Background: an optimization exercise with open tools, aiming at small area and a short achievable clock period. Do not read the settings as production practice. Where RTL was checked, it was by simulation tests only, not by an equivalence proof against the original. For run 6, only the layout was checked, not whether the RTL still works. Power figures rest on the tool's default switching activity, not on a simulated workload.

==> flow/design.v <==
`default_nettype none
module fp32_add(
    input wire clk,
    input wire [31:0] a,
    input wire [31:0] b,
    input wire sub,
    input wire [2:0] rm,
    output wire [31:0] result,
    output wire nv,
    output wire of,
    output wire nx
);
    integer k;
    wire a_sign = a[31];
    wire b_sign = b[31] ^ sub;
    wire [7:0] a_exp = a[30:23];
    wire [7:0] b_exp = b[30:23];
    wire [22:0] a_frac = a[22:0];
    wire [22:0] b_frac = b[22:0];
    wire a_emax = &a_exp;
    wire b_emax = &b_exp;
    wire a_fz = ~|a_frac;
    wire b_fz = ~|b_frac;
    wire a_nan = a_emax & ~a_fz;
    wire b_nan = b_emax & ~b_fz;
    wire a_inf = a_emax & a_fz;
    wire b_inf = b_emax & b_fz;
    wire a_snan = a_nan & ~a_frac[22];
    wire b_snan = b_nan & ~b_frac[22];
    wire s0_is_sub = a_sign ^ b_sign;
    wire s0_inf_inf = s0_is_sub & a_inf & b_inf;
    wire s0_nv = a_snan | b_snan | s0_inf_inf;
    wire s0_nan = a_nan | b_nan | s0_inf_inf;
    wire s0_inf = ~s0_nan & (a_inf | b_inf);
    wire [1:0] s0_special = {s0_nan, s0_inf | s0_nv};
    wire a_hid = |a_exp;
    wire b_hid = |b_exp;
    wire [7:0] a_eeff = {a_exp[7:1], a_exp[0] | ~a_hid};
    wire [7:0] b_eeff = {b_exp[7:1], b_exp[0] | ~b_hid};
    wire [7:0] d_ab = a_eeff - b_eeff;
    wire [7:0] d_ba = b_eeff - a_eeff;
    wire swap = a[30:0] < b[30:0];
    wire [7:0] l_exp = swap ? b_exp : a_exp;
    wire [22:0] l_frac = swap ? b_frac : a_frac;
    wire [23:0] s_sig = swap ? {a_hid, a_frac} : {b_hid, b_frac};
    wire l_sign = swap ? b_sign : a_sign;
    wire [4:0] s0_off = swap ? d_ba[4:0] : d_ab[4:0];
    wire s0_far = swap ? |d_ba[7:5] : |d_ab[7:5];    
    reg r1_sign, r1_is_sub;
    reg [2:0] r1_rm;
    reg [1:0] r1_special;
    reg [7:0] r1_lexp;
    reg [22:0] r1_lfrac;
    reg [23:0] r1_ssig;
    reg [4:0] r1_off;
    reg r1_far;
    always @(posedge clk) begin
        r1_sign <= l_sign;
        r1_is_sub <= s0_is_sub;
        r1_rm <= rm;
        r1_special <= s0_special;
        r1_lexp <= l_exp;
        r1_lfrac <= l_frac;
        r1_ssig <= s_sig;
        r1_off <= s0_off;
        r1_far <= s0_far;
    end
    wire l_hid = |r1_lexp;
    wire [7:0] l_e = {r1_lexp[7:1], r1_lexp[0] | ~l_hid};
    wire [27:0] in1 = {1'b0, l_hid, r1_lfrac, 3'b000};
    wire [26:0] sh0 = {r1_ssig, 3'b000};
    wire [26:0] sh1 = r1_far ? 27'b0 : r1_off[4] ? {16'b0, sh0[26:16]} : sh0;
    wire [26:0] sh2 = r1_off[3] ? {8'b0, sh1[26:8]} : sh1;
    wire [26:0] sh3 = r1_off[2] ? {4'b0, sh2[26:4]} : sh2;
    wire [26:0] sh4 = r1_off[1] ? {2'b0, sh3[26:2]} : sh3;
    wire [26:0] sh5 = r1_off[0] ? {1'b0, sh4[26:1]} : sh4;
    reg [23:0] smask;    
    always @*
        for (k = 0; k < 24; k = k + 1)
            smask[k] = r1_far | (r1_off >= k + 3);
    wire sticky = |(r1_ssig & smask);
    wire [27:0] in2 = {1'b0, sh5[26:1], sticky};
    wire [27:0] in2x = in2 ^ {28{r1_is_sub}};
    wire [28:0] sum_c = {in1, 1'b1} + {in2x, r1_is_sub};
    wire [27:0] s1_sum = sum_c[28:1];
    wire [7:0] s1_exp = l_e + 8'd1;
    wire rdn = r1_rm == 3'b010;
    wire rup = r1_rm == 3'b011;
    wire rtz = r1_rm == 3'b001;
    wire rmm = r1_rm == 3'b100;
    wire s1_up = (rdn & r1_sign) | (rup & ~r1_sign);
    wire s1_dn = rtz | (rdn & ~r1_sign) | (rup & r1_sign);
    wire [1:0] s1_cls = {s1_up | rmm, s1_dn | rmm};
    wire s1_zsign = r1_is_sub ? rdn : r1_sign;
    reg r2_sign, r2_zsign;
    reg [1:0] r2_cls;
    reg [1:0] r2_special;
    reg [7:0] r2_exp;
    reg [27:0] r2_sum;
    always @(posedge clk) begin
        r2_sign <= r1_sign;
        r2_zsign <= s1_zsign;
        r2_cls <= s1_cls;
        r2_special <= r1_special;
        r2_exp <= s1_exp;
        r2_sum <= s1_sum;
    end
    wire e_small = ~|r2_exp[7:5];
    wire [3:0] pd_hi = {4{e_small}} & (4'b0001 << r2_exp[4:3]);
    wire [7:0] pd_lo = 8'b00000001 << r2_exp[2:0];
    reg [27:0] lim_mask;
    always @*
        for (k = 0; k < 28; k = k + 1)
            lim_mask[k] = pd_hi[(28 - k) >> 3] & pd_lo[(28 - k) & 7];
    wire [27:0] x = r2_sum | lim_mask;
    wire z4 = ~|x[27:12];
    wire [15:0] x4 = z4 ? x[11:0] << 4 : x[27:12];
    wire z3 = ~|x4[15:8];
    wire [7:0] x3 = z3 ? x4[7:0] : x4[15:8];
    wire z2 = ~|x3[7:4];
    wire [3:0] x2 = z2 ? x3[3:0] : x3[7:4];
    wire z1 = ~|x2[3:2];
    wire [1:0] x1 = z1 ? x2[1:0] : x2[3:2];
    wire z0 = ~x1[1];
    wire [4:0] lzc = {z4, z3, z2, z1, z0};
    wire [27:0] n4 = z4 ? {r2_sum[11:0], 16'b0} : r2_sum;
    wire [27:0] n3 = z3 ? {n4[19:0], 8'b0} : n4;
    wire [27:0] n2 = z2 ? {n3[23:0], 4'b0} : n3;
    wire [27:0] n1 = z1 ? {n2[25:0], 2'b0} : n2;
    wire [27:0] n0 = z0 ? {n1[26:0], 1'b0} : n1;
    wire c1 = r2_sum[27];
    wire c2 = ~r2_sum[27] & r2_sum[26];
    wire lsb = c1 ? r2_sum[4] : c2 ? r2_sum[3] : r2_sum[2];
    wire g = c1 ? r2_sum[3] : c2 ? r2_sum[2] : r2_sum[1];
    wire st = c1 ? |r2_sum[2:0] : c2 ? |r2_sum[1:0] : r2_sum[0];
    wire inexact = g | st;
    reg add_one;
    always @* begin
        case (r2_cls)
            2'd0: add_one = g & (lsb | st);
            2'd1: add_one = 1'b0;
            2'd2: add_one = g | st;
            default: add_one = g;
        endcase
    end
    wire sp_inf = r2_special == 2'b01;
    wire sp_nan = r2_special[1];
    wire sp = |r2_special;
    wire ovf = ~sp & c1 & (&r2_exp);           
    wire of_max = r2_cls == 2'd1;              
    wire zero_sign = ~|r2_sum;
    reg [7:0] s2_exp;
    reg [4:0] s2_lzc;
    reg [22:0] s2_frac;
    reg s2_msb;
    always @* begin
        s2_lzc = (sp | ovf | zero_sign) ? 5'd0 : lzc;
        s2_msb = sp | ovf | (~zero_sign & n0[27]);
        if (sp_nan) {s2_exp, s2_frac} = 31'h7fc00000;
        else if (sp_inf | (ovf & ~of_max)) {s2_exp, s2_frac} = 31'h7f800000;
        else if (ovf) {s2_exp, s2_frac} = 31'h7f7fffff;
        else {s2_exp, s2_frac} = {zero_sign ? 8'd1 : r2_exp, n0[26:4]};
    end
    wire s2_efe = ~sp & ((c1 & (r2_exp == 8'hfe)) | (c2 & (r2_exp == 8'hff)));
    wire w_ones = c1 ? &r2_sum[26:4] : c2 ? &r2_sum[25:3] : &r2_sum[24:2];
    wire w_lo_ones = c1 ? &r2_sum[15:4] : c2 ? &r2_sum[14:3] : &r2_sum[13:2];
    wire s2_inc = ~sp & ~ovf & add_one;
    reg r3_sign, r3_inc, r3_nx, r3_of, r3_nv, r3_efe, r3_carry, r3_lo_ones, r3_msb;
    reg [7:0] r3_exp;
    reg [4:0] r3_lzc;
    reg [22:0] r3_frac;
    always @(posedge clk) begin
        r3_sign <= ~sp_nan & (zero_sign ? r2_zsign : r2_sign);
        r3_inc <= s2_inc;
        r3_carry <= s2_inc & w_ones;
        r3_lo_ones <= w_lo_ones;
        r3_nx <= ~sp & (inexact | ovf);
        r3_of <= ovf;
        r3_nv <= r2_special == 2'b11;
        r3_exp <= s2_exp;
        r3_lzc <= s2_lzc;
        r3_msb <= s2_msb;
        r3_frac <= s2_frac;
        r3_efe <= s2_efe;
    end
    wire [11:0] frac_lo = r3_frac[11:0] + {11'b0, r3_inc};
    wire [10:0] frac_hi = r3_frac[22:12] + {10'b0, r3_inc & r3_lo_ones};
    wire [8:0] exp_c0x = {r3_exp, 1'b1} + {3'b111, ~r3_lzc, r3_msb};
    wire [7:0] exp_c0 = exp_c0x[8:1];
    wire [7:0] exp_c1 = r3_lzc[1] ? r3_exp - 8'd1 : r3_lzc[0] ? r3_exp : r3_exp + 8'd1;
    wire [7:0] exp_out = r3_carry ? exp_c1 : exp_c0;
    assign result = {r3_sign, exp_out, frac_hi, frac_lo};
    assign of = r3_of | (r3_efe & r3_carry);
    assign nx = r3_nx;
    assign nv = r3_nv;
endmodule
`default_nettype wire
==> flow/flow/run.sh <==
#!/bin/bash
# The standard layout, with plain buffers (sky130_fd_sc_hd__buf_1) on the ports instead of the
# delay cells that buffer_ports picks by default. Every port still gets its own buffer.
set -euo pipefail
export BUFFER_PORTS_ARGS="-buffer_cell sky130_fd_sc_hd__buf_1"
bash standard.sh > standard.log 2>&1
==> flow/standard.sh <==
#!/bin/bash
# synth_recipe.tcl (not shown) runs the flow's synth.tcl, then flattens the netlist and writes it again
# the make line also repeats each setting of config.mk as NAME=value (left out here)
make -C /OpenROAD-flow-scripts/flow DESIGN_CONFIG=/design/flow/config.mk WORK_HOME=/design/flow/orfs CLKGATE_MAP_FILE= SYNTH_SCRIPT=/design/flow/synth_recipe.tcl "${@:-finish}"
==> flow/config.mk <==
export PLATFORM = sky130hd
export DESIGN_NAME = fp32_add
export DESIGN_NICKNAME = fp32_add
export VERILOG_FILES = /design/flow/design.v
export SDC_FILE = /design/flow/constraint.sdc
export NUM_CORES = 4
export LEC_CHECK = 0
export ABC_AREA = 1
export CAP_MARGIN = 20
export CORE_MARGIN = 2
export CORE_UTILIZATION = 40
export CTS_BUF_LIST = sky130_fd_sc_hd__clkbuf_8
export SETUP_SLACK_MARGIN = 2.5
export SLEW_MARGIN = 20
==> flow/constraint.sdc <==
create_clock -name core_clock -period 6.5 [get_ports {clk}]
set_input_delay 1.3000 -clock core_clock [delete_from_list [all_inputs] [get_ports {clk}]]
set_output_delay 1.3000 -clock core_clock [all_outputs]
set_load 0.01 [all_outputs]
==> impl_summary.txt, run 1 <==
----------------------------------------------------
[Placement]
  Port Buf Inserts ... 103
  Setup WS pre-CTS ... 1610 ps
  Post-detail-place hpwl ... 31600 um
  Global placer's final weighted congestion ... 0.985

[Final layout]
  Fraction of final layout cells sized beyond drive strength 1 ... 0.0578
  Net total in the final layout ... 2122
  Number of diodes added for antenna fixing ... 0
  Post-synthesis to final-layout area growth ... 11.4%
  Fillcell total ... 3249

[STA]
  TNS Setup ... 0 ps
  Peak clock frequency supported by timing ... 266 MHz
  Worst-case clock skew ... 17.1 ps
  Relative slew slack ... 0.329
  Post-layout worst setup margin ... 2740 ps
  Slew Viols, Final ... 0
  Slew at the pin closest to its max-slew limit ... 1000 ps
  Smallest hold slack ... 335 ps
  Total of endpoints with negative setup slack in the final report ... 0
  RSZ-0062 raised after global routing ... false
  Final hold vios ... 0
  Final critical path time including I/O delays and setup ... 3760 ps
  Final critical-path share of the clock period ... 0.578

[Floorplan]
  Die area ... 31600 um^2
  I/O pin count ... 104
  Site row count ... 63
  Placeable core region ... 29600 um^2
  Die boundary width ... 178 um
  DIE HEIGHT ... 178 um
  Initial cell density of the core ... 0.407

[Min path]
  Endpoint of the worst hold path ... r2_special[1]
  Class of the worst hold path ... reg2reg
  Hold_sp ... r1_special[1]
  Cell count of the worst hold path ... 0

[Yosys]
  Sequential cell area fraction in the yosys report ... 0.257
  Number of different library cells in the post-synthesis netlist ... 55
  Async S/R FF share, synth ... 0
  Mean instance size in the synthesized netlist ... 6.37 um^2
  Most frequently used flop master after synthesis ... dfxtp_1
  Cell area after synthesis ... 12100 um^2
  Number of enable-type register cells in the synthesized netlist ... 0
  Synthesized instance count ... 1895
  Mapped Nets ... 2042
  Warnings from Yosys ... 1
  Total of flip-flops plus latches after synthesis ... 155

[Setup path]
  Family of cells with the greatest summed delay on the critical path ... compound AO/OA/AOI/OAI gates
  Critical path's slowest cell ... dfxtp_4
  Critical path buffer and inverter count ... 2
  Startpoint type of the worst setup path ... register
  Worst r2r src ... r1_off[2]
  Kind of capture point of the worst setup path ... output port
  Reg2reg setup slack ... 2810 ps
  CP peak stage delay ... 400 ps
  Critical path peak fanout ... 7
  Length in cells of the worst reg-to-reg path ... 20
  Terminus of the critical flop-to-flop path ... r2_sum[27]
  Kind of critical path ... reg2out
  Cell-by-cell listing of the critical path ... inv_2, ha_4, nand3_1, and2_1, nor2_2, nor2_1, o21bai_1, a21oi_1, a32o_1, xor2_1, clkbuf_2
  Data arrival, critical path ... 2460 ps
  Critical path required time ... 5200 ps

[Global route]
  Initial antenna violation count ... 0
  Combined global-route utilization of all metal layers ... 0.247
  Global-route wire length before repair ... 61600 um
  Pin count of the biggest net entering global routing ... 82
  Global-route congestion overflow total ... 0
  Via count of the first global-routing pass ... 12100

[Clock network]
  Clock tree root driver cell ... clkbuf_8
  CTS tree ... yes
  CTS Buf Count ... 17
  Number of sinks handled by clock tree synthesis ... 155
  Clock-pin slew on the worst setup and hold paths ... 100 ps
  H-tree level count ... 4
  Clock latency of the later-clocked register in the worst-skew pair ... 470 ps
  Buffer levels on the longest clock path ... 2

[Pwr]
  Combinational share of power ... 0.579
  Switching component of the power ... 2.76 mW
  Total Power ... 5.45 mW
  Worst voltage drop across the vdd grid ... 0.148 mV
  Relative contribution of the clock network to total power ... 0.141
  Leakage dissipation ... 6.38 nW
  Internal Dissipation ... 2.69 mW
  Pwr per Cell Area ... 406 nW/um^2
  Switching part of the total power ... 0.507
  Share of power burned in registers ... 0.281

[Routing]
  Detailed-route DRC error count ... 0
  Detailed-route vias per instance ... 5.25
  Vias post-DR ... 12500
  Number of DRC markers after the initial detailed-route iteration ... 805
  First-pass iteration count of the detailed router ... 5
  DRT Wirelength ... 38700 um
  Routed wire per std cell ... 16.3 um
  Final ANT Viol Nets ... 0

[Status]
  Result of the run ... timing/DRC/antenna clean

[Flow run]
  Number of max-cap violations ... 0

----------------------------------------------------
## routing by layer
metal / up-vias / wire length (um) / part of all wire / global-route usage
met5: - / 0 / 0 / 0
met4: 0 / 1850 / 0.048 / 0.115
met3: 107 / 1400 / 0.036 / 0.0291
met2: 327 / 19100 / 0.49 / 0.444
met1: 5647 / 16300 / 0.42 / 0.290
li1: 6409 / - / - / -
## stage by stage
stage / utilization / cell area, um^2 / std cells
2_1_floorplan: - / 12100 / 1895
3_3_place_gp: 0.429 / 12700 / 2335
4_1_cts: 0.446 / 13200 / 2370
6_report: 0.453 / 13400 / 2378
5_1_grt: 0.453 / 13400 / 2378
3_5_place_dp: 0.429 / 12700 / 2335
## Yosys cell counts (5+ instances only)
cell type    n  area [um^2]
a211oi_1     5         37.5
a21oi_1     97          485
a31oi_1     17          106
buf_2        9         45.0
buf_4        7         52.6
clkbuf_1    41          154
dfxtp_1    155         3100
ha_1        75          938
inv_1      241          905
inv_2        9         33.8
mux2i_1      9         90.1
nand2_1    474         1780
nand2_2      6         37.5
nand3_1    125          626
nand4_1     28          175
nor2_1     144          541
nor2_2       6         37.5
nor2_4       6         67.6
nor3_1      31          155
nor4_1      27          169
o211ai_1     7         52.6
o21a_1       9         67.6
o21ai_0    197          986
o21ai_1     15         75.1
o221ai_1     7         61.3
o31ai_1     10         75.1
xnor2_1     14          123
xor2_1      75          657
## state kept, by name (all words and copies together), names as in the netlist, 2 cells and up
register and cells:
r1_lexp 8, r1_lfrac 23, r1_off 5, r1_rm 3
r1_special 2, r1_ssig 24, r2_cls 2, r2_exp 8
r2_special 2, r2_sum 28, r3_exp 8, r3_frac 23
r3_lzc 5
## cells in the final DEF, fill, tap and decap left out, types with 8 or more instances in the layout
master / n
a21oi_1: 96
a31oi_1: 17
buf_1: 102
buf_4: 15
clkbuf_8: 17
dfxtp_1: 150
ha_1: 74
inv_1: 239
inv_2: 8
mux2i_1: 9
nand2_1: 469
nand3_1: 125
nand4_1: 28
nor2_1: 140
nor2_4: 10
nor3_1: 31
nor4_1: 27
o21a_1: 9
o21ai_0: 192
o21ai_1: 19
o31ai_1: 8
xnor2_1: 14
xor2_1: 75
## power groups by stage
stage,clock network (mW),logic (mW),registers [mW]
floorplan,0,2.36,1.41
global placement,0,3.02,1.54
detailed placement,0,3.02,1.54
CTS,0.793,3.05,1.52
global route,0.829,3.61,1.55
finish,0.768,3.16,1.53
## worst max path at each step
stage,from,endpoint,slack (ps),cells after the start
finish,r3_lzc[1],result[29],2740,11
global route,r1_far,r2_sum[27],2500,20
CTS,r2_exp[0],r3_frac[22],2500,23
detailed placement,b[4],r1_off[4],1610,16
global placement,b[4],r1_off[4],1740,16
floorplan,r1_off[4],r2_sum[26],2850,23
## cells by family after synthesis
group           synth area share
simple gates               0.306
compound gates             0.178
buf+inv                    0.104
flops                      0.257
xor+xnor                  0.0646
fa+ha+maj                 0.0828
mux                      0.00747
## layout make-up
type                       count  area, um^2  share of cell area
sequential                   155        3110               0.232
timing repair buffer         121         552              0.0411
clock buffer                  17         234              0.0174
multi-input combinational   1425        7890               0.587
timing repair inverter         1        7.51            0.000559
clock inverter                15         180              0.0134
tap                          390         488              0.0363
inverter                     254         975              0.0726
## repair_timing
action	4_1_cts	5_1_grt
setup endpoints to repair	53	55
pin swaps	1	6
hold buffers	0	0
buffers inserted	3	5
cloned	0	3
resized for setup	13	47
==> run 2, diff against run 1 <==
--- a/flow/config.mk
+++ b/flow/config.mk
@@ -7,3 +7,3 @@
 export LEC_CHECK = 0
-export ABC_AREA = 1
+export ABC_AREA = 0
 export CAP_MARGIN = 20
==> impl_summary.txt, run 2 <==
----------------------------------------------------
[Setup path]
  Reg2reg setup slack ... 2570 ps (-240 ps)
  Critical path buffer and inverter count ... 1 (-1)
  End point of the critical path ... r2_sum[26]
  Kind of critical path ... reg2reg
  Startpoint type of the worst setup path ... register
  Cell-by-cell listing of the critical path ... buf_12, mux2i_2, nor2_1, a21oi_1, o22a_1, or3_1, o21ai_2, mux2i_1, xnor2_1, ha_1, a21o_1, a21o_1, a41o_1, a41oi_2, o221ai_2, a221oi_2, o21ai_1, xor2_1
  Cell type with the highest occurrence count on the critical path ... a21o_1
  CP peak stage delay ... 380 ps (-20 ps)
  Critical path origin ... r1_off[3]
  Critical path required time ... 6840 ps (+1640 ps)
  Kind of capture point of the worst setup path ... register
  Family of cells with the greatest summed delay on the critical path ... compound AO/OA/AOI/OAI gates
  Data arrival, critical path ... 4270 ps (+1810 ps)
  Worst r2r src ... r1_off[3]
  Critical Path Stages ... 18 (+7)
  Critical path peak fanout ... 12 (+5)
  Length in cells of the worst reg-to-reg path ... 18 (-10%)
  Critical path's slowest cell ... dfxtp_4
  Terminus of the critical flop-to-flop path ... r2_sum[26]

[Placement]
  Global placer's final weighted congestion ... 0.933 (-5.3%)
  Post-detail-place hpwl ... 27400 um (-13%)
  Standard cell area after detailed placement ... 12600 um^2 (-1.1%)
  Setup WS pre-CTS ... 1560 ps (-43.3 ps)
  Port Buf Inserts ... 103 (unchanged)

[Floorplan]
  Initial cell density of the core ... 0.404 (-0.00289)
  Die area ... 31300 um^2 (-0.95%)
  DIE HEIGHT ... 177 um (-0.48%)
  I/O pin count ... 104 (unchanged)
  Die boundary width ... 177 um (-0.48%)
  Site row count ... 63 (unchanged)
  Placeable core region ... 29600 um^2 (-0.27%)

[Clock network]
  Buffer levels on the longest clock path ... 2 (unchanged)
  CTS tree ... yes
  CTS Buf Count ... 17 (unchanged)
  Number of sinks handled by clock tree synthesis ... 155 (unchanged)
  H-tree level count ... 4 (unchanged)
  Clock tree root driver cell ... clkbuf_8
  Clock-pin slew on the worst setup and hold paths ... 80 ps (-20 ps)
  Clock latency of the later-clocked register in the worst-skew pair ... 470 ps (about the same)

[STA]
  TNS Setup ... 0 ps (unchanged)
  Relative slew slack ... 0.336 (+0.00666)
  Peak clock frequency supported by timing ... 254 MHz (-4.4%)
  RSZ-0062 raised after global routing ... true
  Post-layout worst setup margin ... 2570 ps (-173 ps)
  Final critical-path share of the clock period ... 0.605 (+0.0266)
  Smallest hold slack ... 340 ps (+4.49 ps)
  Slew Viols, Final ... 0 (unchanged)
  Total of endpoints with negative setup slack in the final report ... 0 (unchanged)
  Final critical path time including I/O delays and setup ... 3930 ps (+173 ps)
  Final hold vios ... 0 (unchanged)
  Slew at the pin closest to its max-slew limit ... 997 ps (-7.18 ps)
  Worst-case clock skew ... 26.0 ps (+8.85 ps)

[Routing]
  Detailed-route DRC error count ... 0 (unchanged)
  Vias post-DR ... 11600 (-7.4%)
  Routed wire per std cell ... 17.9 um (+10%)
  DRT Wirelength ... 36000 um (-7.0%)
  Detailed-route vias per instance ... 5.76 (+9.8%)
  First-pass iteration count of the detailed router ... 8 (+3)
  Number of DRC markers after the initial detailed-route iteration ... 1006 (+25%)
  Final ANT Viol Nets ... 0 (unchanged)

[Final layout]
  Most used cells in the layout excluding fill and tap cells ... 155 x nand2_1, 141 x dfxtp_1, 111 x o21ai_0
  Largest registers ... r2_sum x28, r1_ssig x24
  Flip-flop count of the largest register after layout ... 28 (unchanged)
  Net total in the final layout ... 1752 (-17%)
  Fin area ... 13800 um^2 (+2.6%)
  Register with the highest flop count ... r2_sum
  Number of diodes added for antenna fixing ... 0 (unchanged)
  Fraction of the core area covered by cells at the end of the flow ... 0.466 (+0.0129)
  Most frequent standard cell in the layout excluding fill and tap cells ... nand2_1
  Fraction of final layout cells sized beyond drive strength 1 ... 0.146 (+0.0881)
  Post-synthesis to final-layout area growth ... 15.3%

[Pwr]
  Worst voltage drop across the vdd grid ... 0.142 mV (-3.8%)
  Pwr per Cell Area ... 381 nW/um^2 (-6.1%)
  Leakage dissipation ... 5.66 nW (-11%)

[Yosys]
  Most repeated cell in the gate-level netlist after synthesis ... nand2_1
  Sequential cell area fraction in the yosys report ... 0.260 (+0.00253)
  Largest cells by area after synthesis ... dfxtp_1 26%, ha_1 7.9%, mux2i_1 5.7%, o21ai_0 5.2%, nand2_1 4.9%
  Proportion of netlist area held by the largest area contributor ... 0.260 (+0.00253)
  Synthesized instance count ... 1519 (-20%)
  Async S/R FF share, synth ... 0 (unchanged)
  Warnings from Yosys ... 1 (unchanged)
  Mean instance size in the synthesized netlist ... 7.86 um^2 (+24%)
  Number of enable-type register cells in the synthesized netlist ... 0 (unchanged)
  Total of flip-flops plus latches after synthesis ... 155 (unchanged)
  Cell area after synthesis ... 11900 um^2 (-0.97%)
  Most frequently used flop master after synthesis ... dfxtp_1
  Cell taking the most area after synthesis ... dfxtp_1
  Mapped Nets ... 1666 (-18%)
  Number of different library cells in the post-synthesis netlist ... 80 (+45%)
  Top cells by instance count after synthesis ... 157 x nand2_1, 155 x dfxtp_1, 123 x o21ai_0

[Global route]
  Combined global-route utilization of all metal layers ... 0.225 (-0.0211)
  Via count of the first global-routing pass ... 10800 (-11%)
  Global-route congestion overflow total ... 0 (unchanged)
  Pin count of the biggest net entering global routing ... 57 (-30%)
  Global-route wire length before repair ... 56400 um (-8.4%)
  Initial antenna violation count ... 0 (unchanged)

[Flow run]
  Number of max-cap violations ... 0 (unchanged)

[Min path]
  Class of the worst hold path ... reg2reg

[Status]
  Result of the run ... timing/DRC/antenna clean

----------------------------------------------------
-- run 2: cell count changes after synthesis, moves of 26 or more --
cell      change
a21o_1       +37
clkbuf_1     +26
inv_1       -159
mux2_2       +39
mux2i_1      +59
nand2_1     -317
nand3_1      -73
nor2_1       -46
o21ai_0      -74
xnor2_1      +48
xor2_1       -44
-- run 2: cell families (layout without fill, tap and decap cells) --
kind of cell,after synthesis,after routing,share of synthesized area
buffers and inverters,169,265,0.0552
adder cells (fa/ha/maj),78,78,0.0836
AO/OA/AOI/OAI,422,422,0.229
multiplexers,113,113,0.104
flip-flops,155,155,0.260
XOR/XNOR,93,93,0.0682
AND/OR/NAND/NOR,489,491,0.200
-- run 2: stage by stage --
stage / total power [mW] / instances
after floorplan: 3.48 / 1519
after global placement: 4.15 / 1937
after detailed placement: 4.15 / 1937
after CTS: 5.08 / 1992
after global routing: 5.63 / 2007
final: 5.25 / 2007
-- run 2: routing by layer --
metal	part of all wire	wire, um	vias to the layer above	track usage
li1	-	-	5694	-
met1	0.44	15700	5354	0.283
met2	0.47	17000	429	0.388
met5	0	0	-	0
met4	0.035	1270	0	0.0947
met3	0.056	2010	93	0.0288
-- run 2: layout make-up --
type | count | area [um^2]
flip-flops and latches | 155 | 3130
inverters | 82 | 319
fillers | 2951 | 15800
repair buffers | 152 | 837
clock buffers | 17 | 234
multi-input cells | 1197 | 8610
well taps | 390 | 488
clock inverters | 14 | 161
-- run 2: worst min-delay path by stage --
stage | from | to | slack, ps | cells after the start
after global routing | r1_special[0] | r2_special[0] | 360 | 0
after floorplan | r1_special[0] | r2_special[0] | 310 | 0
after global placement | r1_special[1] | r2_special[1] | 320 | 0
after detailed placement | r1_special[1] | r2_special[1] | 320 | 0
final | r1_special[1] | r2_special[1] | 340 | 0
after CTS | r1_special[1] | r2_special[1] | 340 | 0
-- run 2: where the power goes --
part	internal (mW)	switching (mW)
clock	0.348	0.392
combinational	1.25	1.56
sequential	1.23	0.461
-- run 2: repair_timing --
item	in CTS	in global routing
gates resized for setup	60	72
gates cloned	2	1
endpoints found under the setup margin	47	46
pin swaps	15	36
hold endpoints to repair	0	0
hold buffers	0	0
buffers inserted	22	14
==> run 3, diff against run 2 <==
--- a/flow/config.mk
+++ b/flow/config.mk
@@ -7,3 +7,3 @@
 export LEC_CHECK = 0
-export ABC_AREA = 0
+export ABC_AREA = 1
 export CAP_MARGIN = 20
@@ -12,2 +12,3 @@
 export CTS_BUF_LIST = sky130_fd_sc_hd__clkbuf_8
+export PLACE_DENSITY = 0.65
 export SETUP_SLACK_MARGIN = 2.5
==> impl_summary.txt, run 3 <==
----------------------------------------------------
[Status]
  Result of the run ... timing/DRC/antenna clean

[Floorplan]
  Die area ... 31600 um^2 (+0.96%)
  Initial cell density of the core ... 0.407 (+0.00289)
  I/O pin count ... 104 (unchanged)
  Site row count ... 63 (unchanged)
  Placeable core region ... 29600 um^2 (+0.27%)
  DIE HEIGHT ... 178 um (+0.48%)
  Die boundary width ... 178 um (+0.48%)

[Final layout]
  Most used cells in the layout excluding fill and tap cells ... 469 x nand2_1, 237 x inv_1, 190 x o21ai_0
  Fraction of final layout cells sized beyond drive strength 1 ... 0.0584 (-0.0875)
  Flip-flop count of the largest register after layout ... 28 (unchanged)
  Net total in the final layout ... 2120 (+21%)
  Post-synthesis to final-layout area growth ... 10.9%
  Number of diodes added for antenna fixing ... 0 (unchanged)
  Register with the highest flop count ... r2_sum
  Largest registers ... r2_sum x28, r1_ssig x24
  Most frequent standard cell in the layout excluding fill and tap cells ... nand2_1

[Setup path]
  Startpoint type of the worst setup path ... register
  Critical path's slowest cell ... dfxtp_4
  Critical path required time ... 5200 ps (-1640 ps)
  Terminus of the critical flop-to-flop path ... r2_sum[16]
  Critical path peak fanout ... 7 (-5)
  Data arrival, critical path ... 2460 ps (-1810 ps)
  Length in cells of the worst reg-to-reg path ... 18 (unchanged)
  Kind of capture point of the worst setup path ... output port
  Worst r2r src ... r1_off[0]
  Kind of critical path ... reg2out
  Cell-by-cell listing of the critical path ... inv_2, ha_4, nand3_1, and2_1, nor2_1, nor2_1, o21bai_1, a21oi_1, a32o_1, xor2_1, buf_1
  CP peak stage delay ... 390 ps (about the same)
  Family of cells with the greatest summed delay on the critical path ... compound AO/OA/AOI/OAI gates
  Cell type with the highest occurrence count on the critical path ... nor2_1
  Reg2reg setup slack ... 2780 ps (+210 ps)
  Critical path buffer and inverter count ... 2 (+1)

[Yosys]
  Cell taking the most area after synthesis ... dfxtp_1
  Sequential cell area fraction in the yosys report ... 0.257 (-0.00253)
  Number of different library cells in the post-synthesis netlist ... 55 (-31%)
  Largest cells by area after synthesis ... dfxtp_1 26%, nand2_1 15%, o21ai_0 8.2%, ha_1 7.8%, inv_1 7.5%
  Most frequently used flop master after synthesis ... dfxtp_1
  Most repeated cell in the gate-level netlist after synthesis ... nand2_1
  Total of flip-flops plus latches after synthesis ... 155 (unchanged)
  Proportion of netlist area held by the largest area contributor ... 0.257 (-0.00253)
  Async S/R FF share, synth ... 0 (unchanged)
  Mapped Nets ... 2042 (+23%)
  Synthesized instance count ... 1895 (+25%)
  Warnings from Yosys ... 1 (unchanged)
  Mean instance size in the synthesized netlist ... 6.37 um^2 (-19%)
  Cell area after synthesis ... 12100 um^2 (+0.98%)
  Number of enable-type register cells in the synthesized netlist ... 0 (unchanged)
  Top cells by instance count after synthesis ... 474 x nand2_1, 241 x inv_1, 197 x o21ai_0

[Placement]
  Global placer's final weighted congestion ... 0.934 (+0.13%)
  Post-detail-place hpwl ... 31200 um (+14%)
  Port Buf Inserts ... 103 (unchanged)

[Pwr]
  Pwr per Cell Area ... 402 nW/um^2 (+5.4%)
  Leakage dissipation ... 6.33 nW (+12%)
  Worst voltage drop across the vdd grid ... 0.142 mV (-0.25%)

[Routing]
  Detailed-route vias per instance ... 5.31 (-7.9%)
  Vias post-DR ... 12600 (+9.0%)
  First-pass iteration count of the detailed router ... 5 (-3)
  Final ANT Viol Nets ... 0 (unchanged)
  DRT Wirelength ... 38700 um (+7.5%)
  Routed wire per std cell ... 16.3 um (-9.2%)
  Detailed-route DRC error count ... 0 (unchanged)
  Number of DRC markers after the initial detailed-route iteration ... 954 (-5.2%)

[STA]
  Smallest hold slack ... 328 ps (-11.9 ps)
  Slew at the pin closest to its max-slew limit ... 977 ps (-19.9 ps)
  Slew Viols, Final ... 0 (unchanged)
  RSZ-0062 raised after global routing ... true
  Total of endpoints with negative setup slack in the final report ... 0 (unchanged)
  Worst-case clock skew ... 22.0 ps (-4.01 ps)
  Peak clock frequency supported by timing ... 266 MHz (+4.7%)
  Final hold vios ... 0 (unchanged)
  Relative slew slack ... 0.347 (+0.0114)
  Final critical-path share of the clock period ... 0.578 (-0.0272)
  TNS Setup ... 0 ps (unchanged)
  Final critical path time including I/O delays and setup ... 3760 ps (-177 ps)

[Global route]
  Via count of the first global-routing pass ... 11600 (+7.9%)
  Combined global-route utilization of all metal layers ... 0.242 (+0.0170)
  Global-route wire length before repair ... 60400 um (+7.1%)
  Global-route congestion overflow total ... 0 (unchanged)
  Pin count of the biggest net entering global routing ... 64 (+12%)
  Initial antenna violation count ... 0 (unchanged)

[Min path]
  Cell count of the worst hold path ... 0 (unchanged)
  Class of the worst hold path ... reg2reg
  Endpoint of the worst hold path ... r2_special[1]
  Hold_sp ... r1_special[1]

[Clock network]
  H-tree level count ... 4 (unchanged)
  CTS Buf Count ... 17 (unchanged)
  Hold buffers post-CTS ... 0 (unchanged)
  CTS tree ... yes
  Clock latency of the later-clocked register in the worst-skew pair ... 470 ps (about the same)
  Buffer levels on the longest clock path ... 2 (unchanged)
  Number of sinks handled by clock tree synthesis ... 155 (unchanged)
  Clock tree root driver cell ... clkbuf_8
  Clock-pin slew on the worst setup and hold paths ... 100 ps (+20 ps)

[Flow run]
  Number of max-cap violations ... 0 (unchanged)

----------------------------------------------------
-- run 3: kinds of logic after synthesis --
family,Yosys count,synth area share
multiplexers,9,0.00747
AND/OR/NAND/NOR,859,0.306
XOR/XNOR,89,0.0646
flip-flops,155,0.257
adder cells (fa/ha/maj),78,0.0828
AO/OA/AOI/OAI,388,0.178
buffers and inverters,317,0.104
-- run 3: worst max path at each step --
| stage | start | end | cells after the start |
|---|---|---|---|
| global route | r1_off[3] | r2_sum[26] | 19 |
| detailed placement | b[18] | r1_off[4] | 13 |
| CTS | r1_off[4] | r2_sum[26] | 19 |
| global placement | a[29] | r1_off[4] | 13 |
| floorplan | r1_off[4] | r2_sum[26] | 23 |
| finish | r3_lzc[1] | result[29] | 11 |
-- run 3: layout make-up --
class | instances | area (um^2)
fillers | 3263 | 16300
multi-input cells | 1426 | 7900
flip-flops and latches | 155 | 3110
inverters | 254 | 990
repair buffers | 117 | 508
well taps | 390 | 488
clock buffers | 18 | 248
clock inverters | 14 | 111
repair inverters | 2 | 15.0
-- run 3: through the flow --
| stage | util | area, um^2 | worst slack (ps) | total power [mW] | std cells |
|---|---|---|---|---|---|
| after global placement | 0.429 | 12700 | 1710 | 4.55 | 2333 |
| after floorplan | - | 12100 | 2850 | 3.77 | 1895 |
| after detailed placement | 0.429 | 12700 | 1620 | 4.55 | 2333 |
| after CTS | 0.442 | 13100 | 2480 | 5.24 | 2366 |
| after global routing | 0.451 | 13400 | 2480 | 5.90 | 2376 |
| final | 0.451 | 13400 | 2740 | 5.37 | 2376 |
-- run 3: repair_timing --
action	in CTS	in global routing
buffers inserted	1	5
pin swaps	1	4
resized for setup	10	53
endpoints found under the setup margin	49	46
cloned	0	5
-- run 3: report_power, final --
group	leakage (nW)	switching [mW]	internal [mW]
clock network	0.182	0.389	0.280
logic	4.84	2.07	1.08
registers	1.30	0.305	1.25
total	6.33	2.76	2.61
-- run 3: per-layer routing --
metal / track usage / wire, um / up-vias
met5: 0 / 0 / -
met4: 0.0806 / 1110 / 0
met3: 0.0308 / 1840 / 70
met2: 0.421 / 18800 / 417
met1: 0.309 / 16900 / 5710
li1: - / - / 6416
==> run 4, diff against run 3 <==
--- a/flow/config.mk
+++ b/flow/config.mk
@@ -10,5 +10,4 @@
 export CORE_MARGIN = 2
-export CORE_UTILIZATION = 40
+export CORE_UTILIZATION = 50
 export CTS_BUF_LIST = sky130_fd_sc_hd__clkbuf_8
-export PLACE_DENSITY = 0.65
 export SETUP_SLACK_MARGIN = 2.5
==> impl_summary.txt, run 4 <==
----------------------------------------------------
[Status]
  Result of the run ... timing/DRC/antenna clean

[Placement]
  Port Buf Inserts ... 103 (unchanged)
  Setup WS pre-CTS ... 1570 ps (-52.3 ps)
  Post-detail-place hpwl ... 29500 um (-5.5%)
  Global placer's final weighted congestion ... 1.02 (+8.7%)

[Clock network]
  Number of sinks handled by clock tree synthesis ... 155 (unchanged)
  Buffer levels on the longest clock path ... 2 (unchanged)
  H-tree level count ... 4 (unchanged)
  CTS Buf Count ... 17 (unchanged)
  Clock-pin slew on the worst setup and hold paths ... 100 ps (about the same)
  CTS tree ... yes
  Clock latency of the later-clocked register in the worst-skew pair ... 470 ps (about the same)
  Clock tree root driver cell ... clkbuf_8

[Yosys]
  Synthesized-area fraction occupied by xor and xnor cells ... 0.0646 (unchanged)
  Mapped Nets ... 2042 (unchanged)
  Most repeated cell in the gate-level netlist after synthesis ... nand2_1
  Largest cells by area after synthesis ... dfxtp_1 26%, nand2_1 15%, o21ai_0 8.2%, ha_1 7.8%, inv_1 7.5%
  Dominant combinational cell family by area after synthesis ... simple AND/OR/NAND/NOR gates
  Post-synthesis adder-cell area fraction ... 0.0828 (unchanged)
  Multiplexer area fraction after synthesis ... 0.00747 (unchanged)
  Top cells by instance count after synthesis ... 474 x nand2_1, 241 x inv_1, 197 x o21ai_0
  Most frequently used flop master after synthesis ... dfxtp_1
  Sequential cell area fraction in the yosys report ... 0.257 (unchanged)
  Number of different library cells in the post-synthesis netlist ... 55 (unchanged)
  Number of enable-type register cells in the synthesized netlist ... 0 (unchanged)
  Mean instance size in the synthesized netlist ... 6.37 um^2 (unchanged)
  Async S/R FF share, synth ... 0 (unchanged)
  Post-Synth Simple-Gate Area ... 0.306 (unchanged)
  Cell area after synthesis ... 12100 um^2 (unchanged)
  Synthesized instance count ... 1895 (unchanged)
  Total of flip-flops plus latches after synthesis ... 155 (unchanged)
  Warnings from Yosys ... 1 (unchanged)
  Cell taking the most area after synthesis ... dfxtp_1
  Proportion of netlist area held by the largest area contributor ... 0.257 (unchanged)
  Complex-gate fraction of the synthesized area ... 0.178 (unchanged)

[Setup path]
  Critical path origin ... r3_lzc[1]
  Cell type with the highest occurrence count on the critical path ... nor2_1
  Critical path peak fanout ... 7 (unchanged)
  CP peak stage delay ... 400 ps (about the same)
  Cell-by-cell listing of the critical path ... clkinvlp_4, ha_4, nand3_1, and2_1, nor2_1, nor2_1, o21bai_1, a21oi_2, a32o_1, xor2_1, buf_1
  Kind of capture point of the worst setup path ... output port
  Critical path's slowest cell ... dfxtp_4
  Startpoint type of the worst setup path ... register
  Critical path required time ... 5200 ps (about the same)
  Worst r2r src ... r1_off[4]
  Reg2reg setup slack ... 2690 ps (-90 ps)
  Kind of critical path ... reg2out
  Data arrival, critical path ... 2550 ps (+90 ps)

[Floorplan]
  Placeable core region ... 23600 um^2 (-20%)
  I/O pin count ... 104 (unchanged)
  DIE HEIGHT ... 159 um (-10%)
  Site row count ... 56 (-11%)
  Die area ... 25400 um^2 (-20%)
  Initial cell density of the core ... 0.511 (+0.104)
  Die boundary width ... 159 um (-10%)

[Routing]
  DRT Wirelength ... 37000 um (-4.3%)
  First-pass iteration count of the detailed router ... 6 (+1)
  Final ANT Viol Nets ... 0 (unchanged)
  Number of DRC markers after the initial detailed-route iteration ... 1026 (+7.5%)
  Detailed-route vias per instance ... 5.45 (+2.6%)
  Routed wire per std cell ... 16.0 um (-1.5%)
  Detailed-route DRC error count ... 0 (unchanged)
  Vias post-DR ... 12600 (-0.33%)

[Min path]
  Class of the worst hold path ... reg2reg
  Hold_sp ... r1_special[1]

[Pwr]
  Total Power ... 5.52 mW (+2.8%)
  Switching component of the power ... 2.78 mW (+0.66%)
  Worst voltage drop across the vdd grid ... 0.219 mV (+55%)
  Share of power burned in registers ... 0.281 (-0.008)
  Combinational share of power ... 0.570 (-0.016)
  Switching part of the total power ... 0.503 (-0.0109)
  Pwr per Cell Area ... 412 nW/um^2 (+2.6%)
  Leakage dissipation ... 6.36 nW (+0.48%)
  Internal Dissipation ... 2.74 mW (+5.1%)
  Relative contribution of the clock network to total power ... 0.148 (+0.023)

[Global route]
  Global-route congestion overflow total ... 0 (unchanged)
  Pin count of the biggest net entering global routing ... 105 (+64%)
  Combined global-route utilization of all metal layers ... 0.287 (+0.0449)
  Via count of the first global-routing pass ... 11700 (+0.98%)
  Global-route wire length before repair ... 59200 um (-2.0%)
  Initial antenna violation count ... 0 (unchanged)

[STA]
  Worst-case clock skew ... 18.2 ps (-3.71 ps)
  Smallest hold slack ... 332 ps (+4.13 ps)
  Post-layout worst setup margin ... 2650 ps (-96.5 ps)
  Slew at the pin closest to its max-slew limit ... 885 ps (-91.9 ps)
  RSZ-0062 raised after global routing ... true
  Total of endpoints with negative setup slack in the final report ... 0 (unchanged)
  Final hold vios ... 0 (unchanged)
  Relative slew slack ... 0.405 (+0.0576)
  TNS Setup ... 0 ps (unchanged)
  Final critical-path share of the clock period ... 0.593 (+0.0148)
  Final critical path time including I/O delays and setup ... 3850 ps (+96.5 ps)
  Peak clock frequency supported by timing ... 260 MHz (-2.5%)
  Slew Viols, Final ... 0 (unchanged)

[Flow run]
  Number of max-cap violations ... 0 (unchanged)

[Final layout]
  Number of diodes added for antenna fixing ... 0 (unchanged)
  Flip-flop count of the largest register after layout ... 28 (unchanged)
  Fraction of the core area covered by cells at the end of the flow ... 0.568 (+0.117)
  Most frequent standard cell in the layout excluding fill and tap cells ... nand2_1
  Area of combinational cells with multiple inputs ... 7900 um^2 (about the same)
  Net total in the final layout ... 2123 (+0.14%)
  Largest registers ... r2_sum x28, r1_ssig x24
  Post-synthesis to final-layout area growth ... 11.1%
  Area occupied by registers ... 3110 um^2 (+0.12%)
  Fillcell total ... 2440 (-25%)
  Register with the highest flop count ... r2_sum
  Most used cells in the layout excluding fill and tap cells ... 469 x nand2_1, 238 x inv_1, 194 x o21ai_0
  Fraction of final layout cells sized beyond drive strength 1 ... 0.0618 (+0.00343)

----------------------------------------------------
-- run 4: cell counts after synthesis --
No cell type changed its count.
-- run 4: cells by family after synthesis --
family                     Yosys count
AOI/OAI and AO/OA                  388
xor gates and xnor gates            89
adders and majority gates           78
buffers and inverters              317
DFF                                155
muxes                                9
and+or+nand+nor                    859
-- run 4: stage by stage --
stage               std cells  cell area (um^2)
finish                   2308             13400
global route             2308             13400
CTS                      2292             13100
detailed placement       2259             12600
global placement         2259             12600
floorplan                1895             12100
-- run 4: power groups by stage --
| stage | Clock [mW] | Sequential (mW) | Combinational [mW] |
|---|---|---|---|
| floorplan | 0 | 1.41 | 2.36 |
| global placement | 0 | 1.56 | 2.97 |
| detailed placement | 0 | 1.56 | 2.98 |
| CTS | 0.841 | 1.53 | 3.00 |
| global route | 0.878 | 1.58 | 3.58 |
| finish | 0.820 | 1.55 | 3.15 |
-- run 4: worst paths after layout --
path | to | depth (start not counted)
min reg2reg | r2_special[1] | 0
max reg2reg | r2_sum[26] | 19
min | r2_special[1] | 0
max | result[29] | 11
-- run 4: worst max-delay path: cells and delay by family (launching register included) --
kind            cells  cell delay (ps)
compound gates      3              540
xor+xnor            1              120
flops               1              400
buf+inv             2              280
simple gates        4              440
fa+ha+maj           1              300
-- run 4: timing repair --
action | in CTS | in global routing
gates resized for setup | 7 | 54
cloned | 0 | 3
buffers inserted | 1 | 13
hold buffers | 0 | 0
setup endpoints to repair | 49 | 46
pin swaps | 1 | 8
-- run 4: layer usage --
| layer | vias to the layer above | share of wire | GRT usage |
|---|---|---|---|
| met5 | - | 0 | 0 |
| met3 | 103 | 0.049 | 0.0287 |
| li1 | 6422 | - | - |
| met1 | 5619 | 0.43 | 0.362 |
| met4 | 0 | 0.049 | 0.140 |
| met2 | 428 | 0.47 | 0.493 |
-- run 4: layout make-up --
type,instances,area share
repair buffers,122,0.0403
multi-input cells,1424,0.589
clock inverters,14,0.0151
well taps,319,0.0298
repair inverters,2,0.000747
flip-flops and latches,155,0.232
clock buffers,18,0.0185
inverters,254,0.0739
==> run 5, diff against run 4 <==
--- a/flow/config.mk
+++ b/flow/config.mk
@@ -8,7 +8,7 @@
 export ABC_AREA = 1
-export CAP_MARGIN = 20
+export CAP_MARGIN = 0
 export CORE_MARGIN = 2
-export CORE_UTILIZATION = 50
+export CORE_UTILIZATION = 40
 export CTS_BUF_LIST = sky130_fd_sc_hd__clkbuf_8
 export SETUP_SLACK_MARGIN = 2.5
-export SLEW_MARGIN = 20
+export SLEW_MARGIN = 0
==> impl_summary.txt, run 5 <==
----------------------------------------------------
[Setup path]
  CP peak stage delay ... 400 ps (about the same)
  Length in cells of the worst reg-to-reg path ... 20 (+1)
  Critical path peak fanout ... 7 (unchanged)
  Kind of critical path ... reg2out
  Kind of capture point of the worst setup path ... output port
  Cell-by-cell listing of the critical path ... inv_2, ha_4, nand3_1, and2_1, nor2_2, nor2_1, o21bai_1, a21oi_1, a32o_1, xor2_1, clkbuf_2
  Critical path origin ... r3_lzc[1]
  Data arrival, critical path ... 2460 ps (-90 ps)
  Critical path's slowest cell ... dfxtp_4
  Worst r2r src ... r1_off[2]
  Startpoint type of the worst setup path ... register
  Critical path required time ... 5200 ps (about the same)

[STA]
  Final critical path time including I/O delays and setup ... 3760 ps (-92.6 ps)
  Final hold vios ... 0 (unchanged)
  Relative slew slack ... 0.329 (-0.0757)
  Slew Viols, Final ... 0 (unchanged)
  Post-layout worst setup margin ... 2740 ps (+92.6 ps)
  Total of endpoints with negative setup slack in the final report ... 0 (unchanged)
  Final critical-path share of the clock period ... 0.578 (-0.0142)
  TNS Setup ... 0 ps (unchanged)
  Slew at the pin closest to its max-slew limit ... 1000 ps (+119 ps)
  Peak clock frequency supported by timing ... 266 MHz (+2.5%)
  RSZ-0062 raised after global routing ... false
  Smallest hold slack ... 335 ps (+3.30 ps)
  Worst-case clock skew ... 17.1 ps (-1.14 ps)

[Yosys]
  Cell taking the most area after synthesis ... dfxtp_1
  Total of flip-flops plus latches after synthesis ... 155 (unchanged)
  Largest cells by area after synthesis ... dfxtp_1 26%, nand2_1 15%, o21ai_0 8.2%, ha_1 7.8%, inv_1 7.5%
  Sequential cell area fraction in the yosys report ... 0.257 (unchanged)
  Most frequently used flop master after synthesis ... dfxtp_1
  Mapped Nets ... 2042 (unchanged)
  Synthesized instance count ... 1895 (unchanged)
  Proportion of netlist area held by the largest area contributor ... 0.257 (unchanged)
  Number of enable-type register cells in the synthesized netlist ... 0 (unchanged)
  Number of different library cells in the post-synthesis netlist ... 55 (unchanged)
  Mean instance size in the synthesized netlist ... 6.37 um^2 (unchanged)
  Warnings from Yosys ... 1 (unchanged)
  Top cells by instance count after synthesis ... 474 x nand2_1, 241 x inv_1, 197 x o21ai_0
  Async S/R FF share, synth ... 0 (unchanged)
  Most repeated cell in the gate-level netlist after synthesis ... nand2_1
  Cell area after synthesis ... 12100 um^2 (unchanged)

[Final layout]
  Number of diodes added for antenna fixing ... 0 (unchanged)
  Fraction of final layout cells sized beyond drive strength 1 ... 0.0578 (-0.00399)
  Largest registers ... r2_sum x28, r1_ssig x24
  Most frequent standard cell in the layout excluding fill and tap cells ... nand2_1
  Post-synthesis to final-layout area growth ... 11.4%
  Final Instance Count excl. Fillers ... 2378 (+3.0%)
  Most used cells in the layout excluding fill and tap cells ... 469 x nand2_1, 239 x inv_1, 192 x o21ai_0
  Area of combinational cells with multiple inputs ... 7890 um^2 (-0.19%)
  Register with the highest flop count ... r2_sum
  Area occupied by registers ... 3110 um^2 (about the same)
  Net total in the final layout ... 2122 (-0.047%)
  Fillcell total ... 3249 (+33%)
  Fraction of the core area covered by cells at the end of the flow ... 0.453 (-0.115)
  Flip-flop count of the largest register after layout ... 28 (unchanged)
  Fin area ... 13400 um^2 (+0.21%)

[Placement]
  Port Buf Inserts ... 103 (unchanged)
  Number of placed instances, taps included ... 2335 (+3.4%)
  Standard cell area after detailed placement ... 12700 um^2 (+1.0%)
  Setup WS pre-CTS ... 1610 ps (+33.4 ps)
  Post-detail-place hpwl ... 31600 um (+6.9%)
  Global placer's final weighted congestion ... 0.985 (-3.0%)

[Min path]
  Hold_sp ... r1_special[1]
  Cell count of the worst hold path ... 0 (unchanged)
  Class of the worst hold path ... reg2reg

[Routing]
  Vias post-DR ... 12500 (-0.65%)
  Routed wire per std cell ... 16.3 um (+1.4%)
  First-pass iteration count of the detailed router ... 5 (-1)
  Number of DRC markers after the initial detailed-route iteration ... 805 (-22%)
  Detailed-route vias per instance ... 5.25 (-3.6%)
  Final ANT Viol Nets ... 0 (unchanged)
  DRT Wirelength ... 38700 um (+4.5%)
  Detailed-route DRC error count ... 0 (unchanged)

[Floorplan]
  DIE HEIGHT ... 178 um (+12%)
  Initial cell density of the core ... 0.407 (-0.104)
  Die area ... 31600 um^2 (+24%)
  Placeable core region ... 29600 um^2 (+26%)
  Die boundary width ... 178 um (+12%)
  Site row count ... 63 (+13%)
  I/O pin count ... 104 (unchanged)

[Pwr]
  Total Power ... 5.45 mW (-1.2%)
  Leakage dissipation ... 6.38 nW (+0.35%)
  Share of power burned in registers ... 0.281 (about the same)
  Relative contribution of the clock network to total power ... 0.141 (-0.007)
  Switching part of the total power ... 0.507 (+0.00329)
  Internal Dissipation ... 2.69 mW (-1.9%)
  Worst voltage drop across the vdd grid ... 0.148 mV (-33%)
  Pwr per Cell Area ... 406 nW/um^2 (-1.4%)
  Combinational share of power ... 0.579 (+0.009)
  Switching component of the power ... 2.76 mW (-0.59%)

[Global route]
  Combined global-route utilization of all metal layers ... 0.247 (-0.0408)
  Global-route wire length before repair ... 61600 um (+4.0%)
  Global-route congestion overflow total ... 0 (unchanged)
  Initial antenna violation count ... 0 (unchanged)
  Pin count of the biggest net entering global routing ... 82 (-22%)
  Via count of the first global-routing pass ... 12100 (+3.3%)

[Clock network]
  Clock-pin slew on the worst setup and hold paths ... 100 ps (about the same)
  CTS tree ... yes
  H-tree level count ... 4 (unchanged)
  Buffer levels on the longest clock path ... 2 (unchanged)
  CTS Buf Count ... 17 (unchanged)
  Clock latency of the later-clocked register in the worst-skew pair ... 470 ps (about the same)
  Clock tree root driver cell ... clkbuf_8
  Number of sinks handled by clock tree synthesis ... 155 (unchanged)
  Hold buffers post-CTS ... 0 (unchanged)

[Flow run]
  Number of max-cap violations ... 0 (unchanged)

[Status]
  Result of the run ... timing/DRC/antenna clean

----------------------------------------------------
run 5: cell types whose count changed in the layout (fill, tap and decap cells not counted), sizes merged:
| cell | before | now |
|---|---|---|
| clkinvlp | 8 | 3 |
| inv | 253 | 256 |
| buf | 122 | 120 |
| nand2 | 482 | 483 |
| clkinv | 6 | 9 |
| bufinv | 3 | 2 |
run 5: cell families after synthesis:
family	synth area share
XOR/XNOR	0.0646
buffers and inverters	0.104
AND/OR/NAND/NOR	0.306
AO/OA/AOI/OAI	0.178
adder cells (fa/ha/maj)	0.0828
multiplexers	0.00747
flip-flops	0.257
run 5: power groups by stage:
stage | logic [mW] | registers, mW | clock network, mW
after floorplan | 2.36 | 1.41 | 0
after global placement | 3.02 | 1.54 | 0
after detailed placement | 3.02 | 1.54 | 0
after CTS | 3.05 | 1.52 | 0.793
after global routing | 3.61 | 1.55 | 0.829
final | 3.16 | 1.53 | 0.768
run 5: cell type report:
| type | count | share of cell area |
|---|---|---|
| multi-input combinational | 1425 | 0.587 |
| timing repair inverter | 1 | 0.000559 |
| inverter | 254 | 0.0726 |
| tap | 390 | 0.0363 |
| clock buffer | 17 | 0.0174 |
| sequential | 155 | 0.232 |
| timing repair buffer | 121 | 0.0411 |
| clock inverter | 15 | 0.0134 |
run 5: critical path, delay by kind of cell, from the launching register on:
| kind | cells | cell delay (ps) |
|---|---|---|
| XOR/XNOR | 1 | 130 |
| adder cells (fa/ha/maj) | 1 | 290 |
| AND/OR/NAND/NOR | 4 | 420 |
| buffers and inverters | 2 | 230 |
| AO/OA/AOI/OAI | 3 | 530 |
| flip-flops | 1 | 400 |
run 5: repair_timing:
| item | 4_1_cts | 5_1_grt |
|---|---|---|
| hold endpoints to repair | 0 | 0 |
| buffers inserted | 3 | 5 |
| resized for setup | 13 | 47 |
| setup endpoints to repair | 53 | 55 |
| cloned | 0 | 3 |
| pin swaps | 1 | 6 |
run 5: metal layers:
metal	part of all wire	up-vias	track usage	wire [um]
met1	0.42	5647	0.290	16300
met5	0	-	0	0
li1	-	6409	-	-
met4	0.048	0	0.115	1850
met3	0.036	107	0.0291	1400
met2	0.49	327	0.444	19100
run 5: path summary, 6_finish.rpt:
| kind | to | slack [ps] |
|---|---|---|
| max reg2reg | r2_sum[27] | 2810 |
| min reg2reg | r2_special[1] | 340 |
| max | result[29] | 2740 |
| min | r2_special[1] | 340 |
==> run 6, diff against run 5 <==
--- a/flow/design.v
+++ b/flow/design.v
@@ -42,3 +42,4 @@
     wire swap = a[30:0] < b[30:0];
-    wire [7:0] l_exp = swap ? b_exp : a_exp;
+    wire exp_lt = a_exp < b_exp;
+    wire [7:0] l_exp = exp_lt ? b_exp : a_exp;
     wire [22:0] l_frac = swap ? b_frac : a_frac;
@@ -46,4 +47,4 @@
     wire l_sign = swap ? b_sign : a_sign;
-    wire [4:0] s0_off = swap ? d_ba[4:0] : d_ab[4:0];
-    wire s0_far = swap ? |d_ba[7:5] : |d_ab[7:5];    
+    wire [4:0] s0_off = exp_lt ? d_ba[4:0] : d_ab[4:0];
+    wire s0_far = exp_lt ? |d_ba[7:5] : |d_ab[7:5];    
     reg r1_sign, r1_is_sub;
--- a/flow/config.mk
+++ b/flow/config.mk
@@ -8,3 +8,3 @@
 export ABC_AREA = 1
-export CAP_MARGIN = 0
+export CAP_MARGIN = 20
 export CORE_MARGIN = 2
@@ -13,2 +13,2 @@
 export SETUP_SLACK_MARGIN = 2.5
-export SLEW_MARGIN = 0
+export SLEW_MARGIN = 20
==> impl_summary.txt, run 6 <==
----------------------------------------------------
[STA]
  Smallest hold slack ... 336 ps (+0.537 ps)
  Peak clock frequency supported by timing ... 259 MHz (-2.5%)
  Relative slew slack ... 0.360 (+0.0313)
  Slew Viols, Final ... 0 (unchanged)
  Slew at the pin closest to its max-slew limit ... 951 ps (-53.0 ps)
  Total of endpoints with negative setup slack in the final report ... 0 (unchanged)
  RSZ-0062 raised after global routing ... true
  Final hold vios ... 0 (unchanged)
  Final critical-path share of the clock period ... 0.593 (+0.0150)
  Final critical path time including I/O delays and setup ... 3860 ps (+97.8 ps)
  Worst-case clock skew ... 20.9 ps (+3.82 ps)
  Post-layout worst setup margin ... 2640 ps (-97.8 ps)
  TNS Setup ... 0 ps (unchanged)

[Yosys]
  Number of enable-type register cells in the synthesized netlist ... 0 (unchanged)
  Warnings from Yosys ... 1 (unchanged)
  Dominant combinational cell family by area after synthesis ... simple AND/OR/NAND/NOR gates
  Mapped Nets ... 2078 (+1.8%)
  Cell taking the most area after synthesis ... dfxtp_1
  Largest cells by area after synthesis ... dfxtp_1 26%, nand2_1 15%, o21ai_0 8.5%, ha_1 7.8%, inv_1 7.5%
  Most repeated cell in the gate-level netlist after synthesis ... nand2_1
  Mean instance size in the synthesized netlist ... 6.29 um^2 (-1.2%)
  Async S/R FF share, synth ... 0 (unchanged)
  Number of different library cells in the post-synthesis netlist ... 51 (-7.3%)
  Most frequently used flop master after synthesis ... dfxtp_1
  Top cells by instance count after synthesis ... 495 x nand2_1, 244 x inv_1, 205 x o21ai_0
  Multiplexer area fraction after synthesis ... 0.00660 (-0.000869)
  Synthesized instance count ... 1930 (+1.8%)
  Proportion of netlist area held by the largest area contributor ... 0.256 (-0.00154)
  Synthesized-area fraction occupied by xor and xnor cells ... 0.0649 (+0.000335)
  Post-synthesis adder-cell area fraction ... 0.0833 (+0.000536)
  Complex-gate fraction of the synthesized area ... 0.171 (-0.00705)
  Sequential cell area fraction in the yosys report ... 0.256 (-0.00154)
  Total of flip-flops plus latches after synthesis ... 155 (unchanged)
  Post-Synth Simple-Gate Area ... 0.314 (+0.00766)
  Cell area after synthesis ... 12100 um^2 (+0.60%)

[Clock network]
  H-tree level count ... 4 (unchanged)
  CTS tree ... yes
  Clock latency of the later-clocked register in the worst-skew pair ... 470 ps (about the same)
  Clock tree root driver cell ... clkbuf_8
  Clock-pin slew on the worst setup and hold paths ... 100 ps (about the same)
  CTS Buf Count ... 17 (unchanged)
  Buffer levels on the longest clock path ... 2 (unchanged)
  Number of sinks handled by clock tree synthesis ... 155 (unchanged)
  Hold buffers post-CTS ... 0 (unchanged)

[Setup path]
  Critical path peak fanout ... 28 (+21)
  Startpoint type of the worst setup path ... register
  Critical path required time ... 6850 ps (+1650 ps)
  Kind of capture point of the worst setup path ... register
  Data arrival, critical path ... 4210 ps (+1750 ps)
  Kind of critical path ... reg2reg

[Global route]
  Initial antenna violation count ... 0 (unchanged)
  Combined global-route utilization of all metal layers ... 0.253 (+0.00606)
  Global-route wire length before repair ... 62900 um (+2.2%)
  Met1 layer usage reported by global route ... 0.306 (+0.0159)
  Pin count of the biggest net entering global routing ... 75 (-8.5%)
  Met3 Resource Use GR ... 0.0256 (-0.00356)
  Via count of the first global-routing pass ... 12200 (+1.1%)
  Global-route congestion overflow total ... 0 (unchanged)
  Met2 usage in global routing ... 0.463 (+0.0189)
  Layer with the highest usage ... met2

[Final layout]
  Fin area ... 13600 um^2 (+0.88%)
  Fraction of the core area covered by cells at the end of the flow ... 0.455 (+0.00155)
  Fraction of final layout cells sized beyond drive strength 1 ... 0.0678 (+0.00991)
  Final Instance Count excl. Fillers ... 2412 (+1.4%)
  Fillcell total ... 3275 (+0.80%)
  Number of diodes added for antenna fixing ... 0 (unchanged)
  Flip-flop count of the largest register after layout ... 28 (unchanged)
  Most frequent standard cell in the layout excluding fill and tap cells ... nand2_1
  Largest registers ... r2_sum x28, r1_ssig x24
  Most used cells in the layout excluding fill and tap cells ... 490 x nand2_1, 237 x inv_1, 191 x o21ai_0
  Register with the highest flop count ... r2_sum
  Post-synthesis to final-layout area growth ... 11.7%
  Net total in the final layout ... 2157 (+1.6%)

[Pwr]
  Total Power ... 5.50 mW (+0.81%)
  Switching component of the power ... 2.84 mW (+2.9%)
  Share of power burned in registers ... 0.281 (about the same)
  Pwr per Cell Area ... 406 nW/um^2 (about the same)
  Worst voltage drop across the vdd grid ... 0.149 mV (+0.88%)
  Switching part of the total power ... 0.517 (+0.0104)
  Relative contribution of the clock network to total power ... 0.132 (-0.009)
  Leakage dissipation ... 6.37 nW (about the same)
  Internal Dissipation ... 2.66 mW (-1.3%)
  Combinational share of power ... 0.587 (+0.008)

[Floorplan]
  Placeable core region ... 29800 um^2 (+0.53%)
  Initial cell density of the core ... 0.407 (about the same)
  DIE HEIGHT ... 178 um (+0.30%)
  Site row count ... 63 (unchanged)
  Die boundary width ... 178 um (+0.30%)
  Die area ... 31800 um^2 (+0.59%)
  I/O pin count ... 104 (unchanged)

[Placement]
  Setup WS pre-CTS ... 1820 ps (+216 ps)
  Post-detail-place hpwl ... 31900 um (+1.2%)
  Port Buf Inserts ... 103 (unchanged)
  Standard cell area after detailed placement ... 12700 um^2 (+0.17%)
  Global placer's final weighted congestion ... 0.996 (+1.1%)
  Number of placed instances, taps included ... 2363 (+1.2%)

[Routing]
  Routed wire per std cell ... 16.7 um (+2.7%)
  First-pass iteration count of the detailed router ... 6 (+1)
  DRT Wirelength ... 40300 um (+4.2%)
  Detailed-route vias per instance ... 5.35 (+1.9%)
  Final ANT Viol Nets ... 0 (unchanged)
  Detailed-route DRC error count ... 0 (unchanged)
  Number of DRC markers after the initial detailed-route iteration ... 1135 (+41%)
  Vias post-DR ... 12900 (+3.4%)

[Flow run]
  Number of max-cap violations ... 0 (unchanged)

[Min path]
  Class of the worst hold path ... reg2reg

[Status]
  Result of the run ... timing/DRC/antenna clean

----------------------------------------------------
run 6: cell types whose count changed after synthesis, moves of 4 or more:
cell | before | now
nand3_1 | 125 | 133
nand2_1 | 474 | 495
o21ai_1 | 15 | 9
o21ai_0 | 197 | 205
a21oi_1 | 97 | 101
nor2_1 | 144 | 163
o21a_1 | 9 | 5
run 6: power groups by stage:
stage / registers, mW / logic (mW) / clock network, mW
2_1_floorplan: 1.40 / 2.35 / 0
3_3_place_gp: 1.55 / 3.01 / 0
3_5_place_dp: 1.55 / 3.02 / 0
4_1_cts: 1.52 / 3.05 / 0.744
5_1_grt: 1.57 / 3.68 / 0.777
6_report: 1.54 / 3.23 / 0.726
run 6: cell type report:
cell class	count	area [um^2]	share of cell area
multi-input cells	1457	8040	0.593
flip-flops and latches	155	3120	0.230
inverters	254	988	0.0729
repair buffers	120	523	0.0386
well taps	390	488	0.0360
clock buffers	17	234	0.0173
clock inverters	15	141	0.0104
repair inverters	4	25.0	0.00185
run 6: what timing repair did:
| item | CTS | global route |
|---|---|---|
| gates resized for setup | 17 | 80 |
| buffers inserted | 2 | 9 |
| setup endpoints to repair | 60 | 60 |
| gates cloned | 0 | 6 |
| pin swaps | 0 | 7 |
run 6: logic make-up (layout without fill, tap and decap cells):
kind of cell    count (synthesis)  after routing
fa+ha+maj                      79             79
buf+inv                       319            410
flops                         155            155
simple gates                  897            898
compound gates                382            382
mux                             8              8
xor+xnor                       90             90
run 6: per-layer routing:
metal / share of wire / vias to the layer above
met5: 0 / -
met4: 0.034 / 0
met3: 0.051 / 92
met2: 0.49 / 465
met1: 0.43 / 5868
li1: - / 6489
run 6: worst paths after layout:
path,startpoint,endpoint,slack (ps),cells after the start
max reg2reg,r1_off[3],r2_sum[24],2640,18
min,r1_special[1],r2_special[1],340,0
max,r1_off[3],r2_sum[24],2640,18
min reg2reg,r1_special[1],r2_special[1],340,0
run 6: worst max-delay path: stages (launching register included):
cell,delay (ps)
dfxtp_1,370
buf_8,210
clkinvlp_4,110
buf_4,160
o21ai_1,210
nor2_1,80
a31oi_1,300
o21ai_1,150
mux2i_1,230
xor2_1,250
ha_2,380
a21oi_1,200
inv_1,90
a31oi_1,240
o21ai_0,190
a311oi_1,360
nand2_1,90
nand2_1,60
nand2_1,50

==> separate check: timing with driven ports <==
The results above use ideal ports. As a check the final layouts listed here were re-extracted and re-timed, cells and wires unchanged.
Step 1 (the two cells are an assumption about what drives the block):
set clk [get_ports {clk}]
set_driving_cell -lib_cell sky130_fd_sc_hd__clkbuf_16 $clk
set_driving_cell -lib_cell sky130_fd_sc_hd__buf_2 [delete_from_list [all_inputs] $clk]
Step 2 also shifts input and output timing later by t, the mid clock arrival at the registers, as if the neighbouring blocks saw the same clock.
Three values: no drivers, after step 1, after step 2; two values: the first two.
| run | t, ns | setup slack, ns | latest minus earliest clock arrival (ns) | slew at the worst register clock pin (ns) | worst data-port slew with drivers (ns) |
|---|---|---|---|---|---|
| run 1 | 0.510 | 2.741 / 2.694 / 2.296 | 0.017 / 0.017 | 0.10 / 0.10 | 0.05 |
| run 2 | 0.504 | 2.568 / 2.527 / 2.102 | 0.026 / 0.026 | 0.10 / 0.10 | 0.05 |
| run 3 | 0.509 | 2.745 / 2.695 / 2.307 | 0.023 / 0.024 | 0.10 / 0.10 | 0.04 |
| run 4 | 0.509 | 2.648 / 2.602 / 2.201 | 0.018 / 0.018 | 0.10 / 0.10 | 0.03 |
| run 5 | 0.510 | 2.741 / 2.694 / 2.296 | 0.017 / 0.017 | 0.10 / 0.10 | 0.05 |
| run 6 | 0.502 | 2.643 / 2.643 / 2.360 | 0.021 / 0.021 | 0.10 / 0.10 | 0.07 |
After both steps every run listed still meets setup and hold. The setup slack of run 2, which loses most, moves by -0.041 ns with the drivers and by -0.466 ns with both steps.
